Source: an optimization exercise on an open RTL-to-GDS flow (aim: small area, a short achievable clock period and few clock cycles). Production flows keep margins and buffers that such runs may drop. Where RTL was checked, it was by simulation tests only, not by an equivalence proof against the original. Power figures rest on the tool's default switching activity, not on a simulated workload.

==> try-harbor: inputs <==
==> flow/design.v <==
`timescale 1ns / 1ps
module md5(
    input clk,
    input reset,
    input [0:8*8-1] input_num,
    input input_valid,
    output  [0:128-1] output_hash,
    output  output_valid
);
localparam [31:0] H1 = 32'hefcdab89;
localparam [31:0] H2 = 32'h98badcfe;
localparam [31:0] H3 = 32'h10325476;
localparam [31:0] AP0 = 32'hd76aa477;
reg [31:0] ap, b, c, d;
reg [31:0] m0, m1;
reg [6:0] cnt;
reg pre, vld;
reg fs0, fs1, fs2, fs3, fsm;    
reg [3:0] rlo;                  
reg [3:0] rhi;                  
wire run = ~pre & ~vld;
wire fin = run & cnt[6];
wire [31:0] f = ({32{fs0}} & ((b & c) | (~b & d)))
              | ({32{fs1}} & ((d & b) | (~d & c)))
              | ({32{fs2}} & (b ^ c ^ d))
              | ({32{fs3}} & (c ^ (b | ~d)))
              | ({32{fsm}} & m0);
wire [31:0] t = ap + f;
wire [31:0] t4 = {t[27:0], t[31:28]};
wire [31:0] tl = ({32{rlo[0]}} & t4)
               | ({32{rlo[1]}} & {t4[30:0], t4[31]})
               | ({32{rlo[2]}} & {t4[29:0], t4[31:30]})
               | ({32{rlo[3]}} & {t4[28:0], t4[31:29]});
wire [31:0] x = ({32{rhi[0]}} & tl)
              | ({32{rhi[1]}} & {tl[26:0], tl[31:27]})
              | ({32{rhi[2]}} & {tl[21:0], tl[31:22]})
              | ({32{rhi[3]}} & {tl[15:0], tl[31:16]});
wire [31:0] y = fin ? ap : (pre ? H1 : b);
wire [31:0] bn = y + x;
reg [31:0] kc;
always @(*) begin
    case (cnt)
        7'd0: kc = 32'he8c7b756;
        7'd1: kc = 32'h2420715b;
        7'd2: kc = 32'hc1bdceee;
        7'd3: kc = 32'hf57c0faf;
        7'd4: kc = 32'h4787c62a;
        7'd5: kc = 32'ha8304613;
        7'd6: kc = 32'hfd469501;
        7'd7: kc = 32'h698098d8;
        7'd8: kc = 32'h8b44f7af;
        7'd9: kc = 32'hffff5bb1;
        7'd10: kc = 32'h895cd7be;
        7'd11: kc = 32'h6b901122;
        7'd12: kc = 32'hfd987193;
        7'd13: kc = 32'ha67943ce;
        7'd14: kc = 32'h49b40821;
        7'd15: kc = 32'hf61e2562;
        7'd16: kc = 32'hc040b340;
        7'd17: kc = 32'h265e5a51;
        7'd18: kc = 32'he9b6c7aa;
        7'd19: kc = 32'hd62f105d;
        7'd20: kc = 32'h02441453;
        7'd21: kc = 32'hd8a1e681;
        7'd22: kc = 32'he7d3fbc8;
        7'd23: kc = 32'h21e1cde6;
        7'd24: kc = 32'hc3370816;
        7'd25: kc = 32'hf4d50d87;
        7'd26: kc = 32'h455a14ed;
        7'd27: kc = 32'ha9e3e905;
        7'd28: kc = 32'hfcefa478;
        7'd29: kc = 32'h676f02d9;
        7'd30: kc = 32'h8d2a4c8a;
        7'd31: kc = 32'hfffa3942;
        7'd32: kc = 32'h8771f681;
        7'd33: kc = 32'h6d9d6122;
        7'd34: kc = 32'hfde5384c;
        7'd35: kc = 32'ha4beea44;
        7'd36: kc = 32'h4bdecfa9;
        7'd37: kc = 32'hf6bb4b60;
        7'd38: kc = 32'hbebfbc70;
        7'd39: kc = 32'h289b7ec6;
        7'd40: kc = 32'heaa127fa;
        7'd41: kc = 32'hd4ef3085;
        7'd42: kc = 32'h04881d05;
        7'd43: kc = 32'hd9d4d039;
        7'd44: kc = 32'he6db99e5;
        7'd45: kc = 32'h1fa27cf8;
        7'd46: kc = 32'hc4ac56e5;
        7'd47: kc = 32'hf4292244;
        7'd48: kc = 32'h432aff97;
        7'd49: kc = 32'hab9423e7;
        7'd50: kc = 32'hfc93a039;
        7'd51: kc = 32'h655b59c3;
        7'd52: kc = 32'h8f0ccc92;
        7'd53: kc = 32'hffeff47d;
        7'd54: kc = 32'h85845dd1;
        7'd55: kc = 32'h6fa87e4f;
        7'd56: kc = 32'hfe2ce6e0;
        7'd57: kc = 32'ha3014314;
        7'd58: kc = 32'h4e0811a1;
        7'd59: kc = 32'hf7537e82;
        7'd60: kc = 32'hbd3af235;
        7'd61: kc = 32'h2ad7d33b;
        7'd62: kc = 32'heb86d391;
        7'd63: kc = 32'h67452301;
        7'd64: kc = 32'h10325476;
        7'd65: kc = 32'h98badcfe;
        7'd66: kc = 32'hefcdab89;
        default: kc = 32'd0;
    endcase
end
wire s0 = cnt == 7'd18 || cnt == 7'd40 || cnt == 7'd47;
wire s1 = cnt == 7'd0 || cnt == 7'd15 || cnt == 7'd35 || cnt == 7'd54;
wire [31:0] ms = ({32{s0}} & m0) | ({32{s1}} & m1);
wire [31:0] pn = d + kc + ms;
wire [6:0] cn = pre ? 7'd0 : cnt + 7'd1;
wire go = pre ? input_valid : run;
wire nr = go & ~cn[6];           
always @(posedge clk) begin
    if (reset) begin
        pre <= 1'b1;
        vld <= 1'b0;
        cnt <= 7'd0;
        fs0 <= 1'b0; fs1 <= 1'b0; fs2 <= 1'b0; fs3 <= 1'b0; fsm <= 1'b0;
        rlo <= 4'd0;
        rhi <= 4'd0;
    end else begin
        if (go) begin
            pre <= 1'b0;
            cnt <= cn;
            if (cnt == 7'd66) vld <= 1'b1;
        end
        if (go || vld) begin
            fsm <= nr & pre;
            fs0 <= nr & ~pre & (cn[5:4] == 2'd0);
            fs1 <= nr & (cn[5:4] == 2'd1);
            fs2 <= nr & (cn[5:4] == 2'd2);
            fs3 <= nr & (cn[5:4] == 2'd3);
            rhi <= nr ? (4'd1 << cn[1:0]) : 4'd0;
            case ({cn[5:4], cn[1:0]})
                4'd0, 4'd1, 4'd2, 4'd11: rlo <= 4'b1000;
                4'd3, 4'd9, 4'd10, 4'd12: rlo <= 4'b0100;
                4'd4, 4'd13, 4'd14, 4'd15: rlo <= 4'b0010;
                default: rlo <= 4'b0001;
            endcase
        end
    end
end
always @(posedge clk) begin
    b <= bn;
    if (pre) begin
        c <= H2;
        d <= H3;
        ap <= AP0;
    end else if (!vld) begin
        c <= b;
        d <= c;
        ap <= pn;
    end
end
always @(posedge clk) begin
    if (input_valid) begin
        m0 <= {input_num[8*3+:8], input_num[8*2+:8], input_num[8*1+:8], input_num[8*0+:8]};
        m1 <= {input_num[8*7+:8], input_num[8*6+:8], input_num[8*5+:8], input_num[8*4+:8]};
    end
end
assign output_valid = vld;
assign output_hash = {d[7:0], d[15:8], d[23:16], d[31:24],
                      ap[7:0], ap[15:8], ap[23:16], ap[31:24],
                      b[7:0], b[15:8], b[23:16], b[31:24],
                      c[7:0], c[15:8], c[23:16], c[31:24]};
endmodule
==> flow/run.sh <==
#!/bin/bash
# synth_recipe.tcl (not shown) runs the flow's synth.tcl, then flattens the netlist and writes it again
# the make line also repeats each setting of config.mk as NAME=value (left out here)
make -C /OpenROAD-flow-scripts/flow DESIGN_CONFIG=/design/flow/config.mk WORK_HOME=/design/flow/orfs CLKGATE_MAP_FILE= SYNTH_SCRIPT=/design/flow/synth_recipe.tcl finish
==> flow/config.mk <==
export PLATFORM = sky130hd
export DESIGN_NAME = md5
export DESIGN_NICKNAME = md5
export VERILOG_FILES = /design/flow/design.v
export SDC_FILE = /design/flow/constraint.sdc
export NUM_CORES = 4
export LEC_CHECK = 0
export CAP_MARGIN = 20
export CORE_MARGIN = 2
export CORE_UTILIZATION = 55
export SETUP_SLACK_MARGIN = 5
export SLEW_MARGIN = 20
==> flow/constraint.sdc <==
create_clock -name core_clock -period 8.5 [get_ports {clk}]
set_input_delay 1.7000 -clock core_clock [delete_from_list [all_inputs] [get_ports {clk}]]
set_output_delay 1.7000 -clock core_clock [all_outputs]
set_load 0.01 [all_outputs]
==> try-onyx (differences from try-harbor) <==
--- a/flow/design.v
+++ b/flow/design.v
@@ -9,2 +9,3 @@
 );
+localparam [31:0] H0 = 32'h67452301;
 localparam [31:0] H1 = 32'hefcdab89;
@@ -12,3 +13,2 @@
 localparam [31:0] H3 = 32'h10325476;
-localparam [31:0] AP0 = 32'hd76aa477;
 reg [31:0] ap, b, c, d;
@@ -17,23 +17,47 @@
 reg pre, vld;
-reg fs0, fs1, fs2, fs3, fsm;    
-reg [3:0] rlo;                  
-reg [3:0] rhi;                  
+wire [31:0] w0 = {input_num[8*3+:8], input_num[8*2+:8], input_num[8*1+:8], input_num[8*0+:8]};
+wire [31:0] w1 = {input_num[8*7+:8], input_num[8*6+:8], input_num[8*5+:8], input_num[8*4+:8]};
 wire run = ~pre & ~vld;
+wire rnd = run & ~cnt[6];
 wire fin = run & cnt[6];
-wire [31:0] f = ({32{fs0}} & ((b & c) | (~b & d)))
-              | ({32{fs1}} & ((d & b) | (~d & c)))
-              | ({32{fs2}} & (b ^ c ^ d))
-              | ({32{fs3}} & (c ^ (b | ~d)))
-              | ({32{fsm}} & m0);
+reg [31:0] f;
+always @(*) begin
+    case (cnt[5:4])
+        2'd0: f = (b & c) | (~b & d);
+        2'd1: f = (d & b) | (~d & c);
+        2'd2: f = b ^ c ^ d;
+        default: f = c ^ (b | ~d);
+    endcase
+end
 wire [31:0] t = ap + f;
 wire [31:0] t4 = {t[27:0], t[31:28]};
-wire [31:0] tl = ({32{rlo[0]}} & t4)
-               | ({32{rlo[1]}} & {t4[30:0], t4[31]})
-               | ({32{rlo[2]}} & {t4[29:0], t4[31:30]})
-               | ({32{rlo[3]}} & {t4[28:0], t4[31:29]});
-wire [31:0] x = ({32{rhi[0]}} & tl)
-              | ({32{rhi[1]}} & {tl[26:0], tl[31:27]})
-              | ({32{rhi[2]}} & {tl[21:0], tl[31:22]})
-              | ({32{rhi[3]}} & {tl[15:0], tl[31:16]});
-wire [31:0] y = fin ? ap : (pre ? H1 : b);
+reg [1:0] lo;
+always @(*) begin
+    case ({cnt[5:4], cnt[1:0]})
+        4'd0: lo = 3;  4'd1: lo = 3;  4'd2: lo = 3;  4'd3: lo = 2;
+        4'd4: lo = 1;  4'd5: lo = 0;  4'd6: lo = 0;  4'd7: lo = 0;
+        4'd8: lo = 0;  4'd9: lo = 2;  4'd10: lo = 2; 4'd11: lo = 3;
+        4'd12: lo = 2; 4'd13: lo = 1; 4'd14: lo = 1; default: lo = 1;
+    endcase
+end
+reg [31:0] tl;
+always @(*) begin
+    case (lo)
+        2'd0: tl = t4;
+        2'd1: tl = {t4[30:0], t4[31]};
+        2'd2: tl = {t4[29:0], t4[31:30]};
+        default: tl = {t4[28:0], t4[31:29]};
+    endcase
+end
+reg [31:0] x;
+always @(*) begin
+    if (!rnd) x = 32'd0;
+    else case (cnt[1:0])
+        2'd0: x = tl;
+        2'd1: x = {tl[26:0], tl[31:27]};
+        2'd2: x = {tl[21:0], tl[31:22]};
+        default: x = {tl[15:0], tl[31:16]};
+    endcase
+end
+wire [31:0] y = fin ? ap : b;
 wire [31:0] bn = y + x;
@@ -41,3 +65,4 @@
 always @(*) begin
-    case (cnt)
+    if (pre) kc = 32'h2e7d7303;
+    else case (cnt)
         7'd0: kc = 32'he8c7b756;
@@ -114,7 +139,4 @@
 wire s1 = cnt == 7'd0 || cnt == 7'd15 || cnt == 7'd35 || cnt == 7'd54;
-wire [31:0] ms = ({32{s0}} & m0) | ({32{s1}} & m1);
+wire [31:0] ms = pre ? w0 : ((s0 && !vld) ? m0 : ((s1 && !vld) ? m1 : 32'd0));
 wire [31:0] pn = d + kc + ms;
-wire [6:0] cn = pre ? 7'd0 : cnt + 7'd1;
-wire go = pre ? input_valid : run;
-wire nr = go & ~cn[6];           
 always @(posedge clk) begin
@@ -124,24 +146,14 @@
         cnt <= 7'd0;
-        fs0 <= 1'b0; fs1 <= 1'b0; fs2 <= 1'b0; fs3 <= 1'b0; fsm <= 1'b0;
-        rlo <= 4'd0;
-        rhi <= 4'd0;
+        b <= H1;
+        c <= H2;
+        d <= H3;
     end else begin
-        if (go) begin
-            pre <= 1'b0;
-            cnt <= cn;
+        b <= bn;
+        if (pre) begin
+            if (input_valid) pre <= 1'b0;
+        end else if (!vld) begin
+            cnt <= cnt + 7'd1;
+            c <= b;
+            d <= c;
             if (cnt == 7'd66) vld <= 1'b1;
-        end
-        if (go || vld) begin
-            fsm <= nr & pre;
-            fs0 <= nr & ~pre & (cn[5:4] == 2'd0);
-            fs1 <= nr & (cn[5:4] == 2'd1);
-            fs2 <= nr & (cn[5:4] == 2'd2);
-            fs3 <= nr & (cn[5:4] == 2'd3);
-            rhi <= nr ? (4'd1 << cn[1:0]) : 4'd0;
-            case ({cn[5:4], cn[1:0]})
-                4'd0, 4'd1, 4'd2, 4'd11: rlo <= 4'b1000;
-                4'd3, 4'd9, 4'd10, 4'd12: rlo <= 4'b0100;
-                4'd4, 4'd13, 4'd14, 4'd15: rlo <= 4'b0010;
-                default: rlo <= 4'b0001;
-            endcase
         end
@@ -150,17 +162,8 @@
 always @(posedge clk) begin
-    b <= bn;
-    if (pre) begin
-        c <= H2;
-        d <= H3;
-        ap <= AP0;
-    end else if (!vld) begin
-        c <= b;
-        d <= c;
-        ap <= pn;
-    end
+    if (!vld) ap <= pn;
 end
 always @(posedge clk) begin
-    if (input_valid) begin
-        m0 <= {input_num[8*3+:8], input_num[8*2+:8], input_num[8*1+:8], input_num[8*0+:8]};
-        m1 <= {input_num[8*7+:8], input_num[8*6+:8], input_num[8*5+:8], input_num[8*4+:8]};
+    if (pre && input_valid) begin
+        m0 <= w0;
+        m1 <= w1;
     end
--- a/flow/config.mk
+++ b/flow/config.mk
@@ -9,4 +9,3 @@
 export CORE_MARGIN = 2
-export CORE_UTILIZATION = 55
-export SETUP_SLACK_MARGIN = 5
+export CORE_UTILIZATION = 40
 export SLEW_MARGIN = 20
==> try-delta (differences from try-harbor) <==
--- a/flow/design.v
+++ b/flow/design.v
@@ -9,2 +9,3 @@
 );
+localparam [31:0] H0 = 32'h67452301;
 localparam [31:0] H1 = 32'hefcdab89;
@@ -12,3 +13,2 @@
 localparam [31:0] H3 = 32'h10325476;
-localparam [31:0] AP0 = 32'hd76aa477;
 reg [31:0] ap, b, c, d;
@@ -17,23 +17,47 @@
 reg pre, vld;
-reg fs0, fs1, fs2, fs3, fsm;    
-reg [3:0] rlo;                  
-reg [3:0] rhi;                  
+wire [31:0] w0 = {input_num[8*3+:8], input_num[8*2+:8], input_num[8*1+:8], input_num[8*0+:8]};
+wire [31:0] w1 = {input_num[8*7+:8], input_num[8*6+:8], input_num[8*5+:8], input_num[8*4+:8]};
 wire run = ~pre & ~vld;
+wire rnd = run & ~cnt[6];
 wire fin = run & cnt[6];
-wire [31:0] f = ({32{fs0}} & ((b & c) | (~b & d)))
-              | ({32{fs1}} & ((d & b) | (~d & c)))
-              | ({32{fs2}} & (b ^ c ^ d))
-              | ({32{fs3}} & (c ^ (b | ~d)))
-              | ({32{fsm}} & m0);
+reg [31:0] f;
+always @(*) begin
+    case (cnt[5:4])
+        2'd0: f = (b & c) | (~b & d);
+        2'd1: f = (d & b) | (~d & c);
+        2'd2: f = b ^ c ^ d;
+        default: f = c ^ (b | ~d);
+    endcase
+end
 wire [31:0] t = ap + f;
 wire [31:0] t4 = {t[27:0], t[31:28]};
-wire [31:0] tl = ({32{rlo[0]}} & t4)
-               | ({32{rlo[1]}} & {t4[30:0], t4[31]})
-               | ({32{rlo[2]}} & {t4[29:0], t4[31:30]})
-               | ({32{rlo[3]}} & {t4[28:0], t4[31:29]});
-wire [31:0] x = ({32{rhi[0]}} & tl)
-              | ({32{rhi[1]}} & {tl[26:0], tl[31:27]})
-              | ({32{rhi[2]}} & {tl[21:0], tl[31:22]})
-              | ({32{rhi[3]}} & {tl[15:0], tl[31:16]});
-wire [31:0] y = fin ? ap : (pre ? H1 : b);
+reg [1:0] lo;
+always @(*) begin
+    case ({cnt[5:4], cnt[1:0]})
+        4'd0: lo = 3;  4'd1: lo = 3;  4'd2: lo = 3;  4'd3: lo = 2;
+        4'd4: lo = 1;  4'd5: lo = 0;  4'd6: lo = 0;  4'd7: lo = 0;
+        4'd8: lo = 0;  4'd9: lo = 2;  4'd10: lo = 2; 4'd11: lo = 3;
+        4'd12: lo = 2; 4'd13: lo = 1; 4'd14: lo = 1; default: lo = 1;
+    endcase
+end
+reg [31:0] tl;
+always @(*) begin
+    case (lo)
+        2'd0: tl = t4;
+        2'd1: tl = {t4[30:0], t4[31]};
+        2'd2: tl = {t4[29:0], t4[31:30]};
+        default: tl = {t4[28:0], t4[31:29]};
+    endcase
+end
+reg [31:0] x;
+always @(*) begin
+    if (!rnd) x = 32'd0;
+    else case (cnt[1:0])
+        2'd0: x = tl;
+        2'd1: x = {tl[26:0], tl[31:27]};
+        2'd2: x = {tl[21:0], tl[31:22]};
+        default: x = {tl[15:0], tl[31:16]};
+    endcase
+end
+wire [31:0] y = fin ? ap : b;
 wire [31:0] bn = y + x;
@@ -41,3 +65,4 @@
 always @(*) begin
-    case (cnt)
+    if (pre) kc = 32'h2e7d7303;
+    else case (cnt)
         7'd0: kc = 32'he8c7b756;
@@ -114,7 +139,4 @@
 wire s1 = cnt == 7'd0 || cnt == 7'd15 || cnt == 7'd35 || cnt == 7'd54;
-wire [31:0] ms = ({32{s0}} & m0) | ({32{s1}} & m1);
+wire [31:0] ms = pre ? w0 : ((s0 && !vld) ? m0 : ((s1 && !vld) ? m1 : 32'd0));
 wire [31:0] pn = d + kc + ms;
-wire [6:0] cn = pre ? 7'd0 : cnt + 7'd1;
-wire go = pre ? input_valid : run;
-wire nr = go & ~cn[6];           
 always @(posedge clk) begin
@@ -124,24 +146,14 @@
         cnt <= 7'd0;
-        fs0 <= 1'b0; fs1 <= 1'b0; fs2 <= 1'b0; fs3 <= 1'b0; fsm <= 1'b0;
-        rlo <= 4'd0;
-        rhi <= 4'd0;
+        b <= H1;
+        c <= H2;
+        d <= H3;
     end else begin
-        if (go) begin
-            pre <= 1'b0;
-            cnt <= cn;
+        b <= bn;
+        if (pre) begin
+            if (input_valid) pre <= 1'b0;
+        end else if (!vld) begin
+            cnt <= cnt + 7'd1;
+            c <= b;
+            d <= c;
             if (cnt == 7'd66) vld <= 1'b1;
-        end
-        if (go || vld) begin
-            fsm <= nr & pre;
-            fs0 <= nr & ~pre & (cn[5:4] == 2'd0);
-            fs1 <= nr & (cn[5:4] == 2'd1);
-            fs2 <= nr & (cn[5:4] == 2'd2);
-            fs3 <= nr & (cn[5:4] == 2'd3);
-            rhi <= nr ? (4'd1 << cn[1:0]) : 4'd0;
-            case ({cn[5:4], cn[1:0]})
-                4'd0, 4'd1, 4'd2, 4'd11: rlo <= 4'b1000;
-                4'd3, 4'd9, 4'd10, 4'd12: rlo <= 4'b0100;
-                4'd4, 4'd13, 4'd14, 4'd15: rlo <= 4'b0010;
-                default: rlo <= 4'b0001;
-            endcase
         end
@@ -150,17 +162,8 @@
 always @(posedge clk) begin
-    b <= bn;
-    if (pre) begin
-        c <= H2;
-        d <= H3;
-        ap <= AP0;
-    end else if (!vld) begin
-        c <= b;
-        d <= c;
-        ap <= pn;
-    end
+    if (!vld) ap <= pn;
 end
 always @(posedge clk) begin
-    if (input_valid) begin
-        m0 <= {input_num[8*3+:8], input_num[8*2+:8], input_num[8*1+:8], input_num[8*0+:8]};
-        m1 <= {input_num[8*7+:8], input_num[8*6+:8], input_num[8*5+:8], input_num[8*4+:8]};
+    if (pre && input_valid) begin
+        m0 <= w0;
+        m1 <= w1;
     end
--- a/flow/config.mk
+++ b/flow/config.mk
@@ -7,6 +7,7 @@
 export LEC_CHECK = 0
+export ABC_CLOCK_PERIOD_IN_PS = 3500
 export CAP_MARGIN = 20
 export CORE_MARGIN = 2
-export CORE_UTILIZATION = 55
-export SETUP_SLACK_MARGIN = 5
+export CORE_UTILIZATION = 50
+export SETUP_SLACK_MARGIN = 4.5
 export SLEW_MARGIN = 20
==> implementation parameters <==
Parameter                              Value

Placed design
  Number of instances in the placed design ... ~3.2k
  Worst slack, placed ... 1.40 ns

Synthesis
  Number of synthesized register bits ... 246
  Synthesized area divided by synthesized cell count ... 7.85 um2
  Synthesized-area fraction occupied by ao, oa, aoi and oai cells ... between 30% and 40%

Cells and area
  Register share of the cell area ... about a fifth
  Multi-In Gates ... 2164
  Commonest non-fill, non-tap cells in the layout ... 344 x sky130_fd_sc_hd__nand2_1, 223 x sky130_fd_sc_hd__buf_4, 190 x sky130_fd_sc_hd__clkdlybuf4s50_1

Outcome
  Run status ... timing/DRC/antenna clean

Timing
  Highest achievable clock rate ... between 150 and 200 MHz

Drt
  1st-pass router iterations ... 13

Clock network
  Insertion delay of the later-clocked pin in the worst-skew pair ... ~0.62 ns
the above is filed under try-harbor

==> implementation parameters <==
Parameter                              Value

Synthesis
  Synthesized area divided by synthesized cell count ... just under 8 um2
  Top cells by area, synth ... sky130_fd_sc_hd__edfxtp_1 14%, sky130_fd_sc_hd__dfxtp_1 14%, sky130_fd_sc_hd__ha_1 7.4%, sky130_fd_sc_hd__a21oi_1 6.7%, sky130_fd_sc_hd__o21ai_0 6.7%
  Number of synthesized register bits ... 235
  Share of synthesized area spent on multiplexers ... 4.40%
  Synthesized-area fraction occupied by ao, oa, aoi and oai cells ... roughly 28%

Worst setup path
  Worst setup path endpoint ... b[21]

Cells and area
  Register share of the cell area ... 23.6%
  Share of final-layout standard cells stronger than drive strength 1 ... 7.24%
  Multi-In Gates ... 2148
  Share of the final layout cell area in multi-input gates ... between 50% and 60%
  Commonest non-fill, non-tap cells in the layout ... 338 x sky130_fd_sc_hd__nand2_1, 276 x sky130_fd_sc_hd__a21oi_1, 275 x sky130_fd_sc_hd__o21ai_0

Outcome
  Run status ... timing/DRC/antenna clean

Drt
  1st-pass router iterations ... 6

Clock network
  Insertion delay of the later-clocked pin in the worst-skew pair ... 0.59 ns

Power
  Sequential power ... 0.00184 W

Placed design
  Number of instances in the placed design ... 3418
the above is filed under try-onyx

==> implementation parameters <==
Parameter                              Value

Outcome
  Run status ... timing/DRC/antenna clean

Timing
  Highest achievable clock rate ... ~150 MHz
  Worst-Margin Slew ... 1.12 ns
  Final number of hold-violating endpoints ... 0
  Final Skew ... 0.0211 ns

Clock network
  Insertion delay of the later-clocked pin in the worst-skew pair ... 0.59 ns
  Hold Buf Count CTS ... 0

Cells and area
  Register share of the cell area ... 20.9%
  Finished layout cell area ... about 0.027 mm2
  Commonest non-fill, non-tap cells in the layout ... 325 x sky130_fd_sc_hd__nand2_1, 230 x sky130_fd_sc_hd__o21ai_0, 218 x sky130_fd_sc_hd__a21oi_1
  Multi-In Gates ... between 2k and 2.5k

Synthesis
  Synthesized area divided by synthesized cell count ... 7.68 um2
  Number of synthesized register bits ... 235

Worst setup path
  Max stage delay on crit path ... 0.56 ns

Global routing
  Met2 capacity usage during global routing ... 64.4%

Worst hold path
  Hold Path Origin ... c[30]

Drt
  Detail-routed via count per cell ... 6.74
  1st-pass router iterations ... 8

Placed design
  Number of instances in the placed design ... roughly 3.3k
  Worst slack, placed ... 0.965 ns

Power
  Combinational fraction of design power ... 68.6%
the above is filed under try-delta

Testbench counts of try-onyx, summed over its fixed seeds: cycles 55,200.
Testbench counts of try-delta, summed over its fixed seeds: cycles 55,200.
Function not checked in try-harbor: the RTL went through the layout flow alone.

port drivers added, routing unchanged:
No port has a modelled driver above. Below, the same layouts with a new extraction and two added sets of constraints. Step 1 sets driving cells, clkbuf_16 on the clock port and buf_2 on the other inputs (assumed; they add their load-dependent delay and slew). Step 2 moves the port delays by t, midway between the first and last clock arrival at a register: inputs arrive t later, outputs are due t later. That takes back most of the time a late clock gives input paths. a / b / c = ideal ports / drivers / drivers and shift; a / b = the first two.
run | shift t [ns] | setup slack, ns | hold slack, ns | worst setup path after step 2
try-harbor | 0.671 | 2.046 / 2.046 / 2.046 | 0.530 / 0.530 / 0.530 | register to register
try-onyx | 0.641 | 0.673 / 0.673 / 0.673 | 0.530 / 0.530 / 0.530 | register to register
try-delta | 0.645 | 1.843 / 1.843 / 1.843 | 0.530 / 0.530 / 0.530 | register to register
After both steps setup and hold are still met in every run listed.
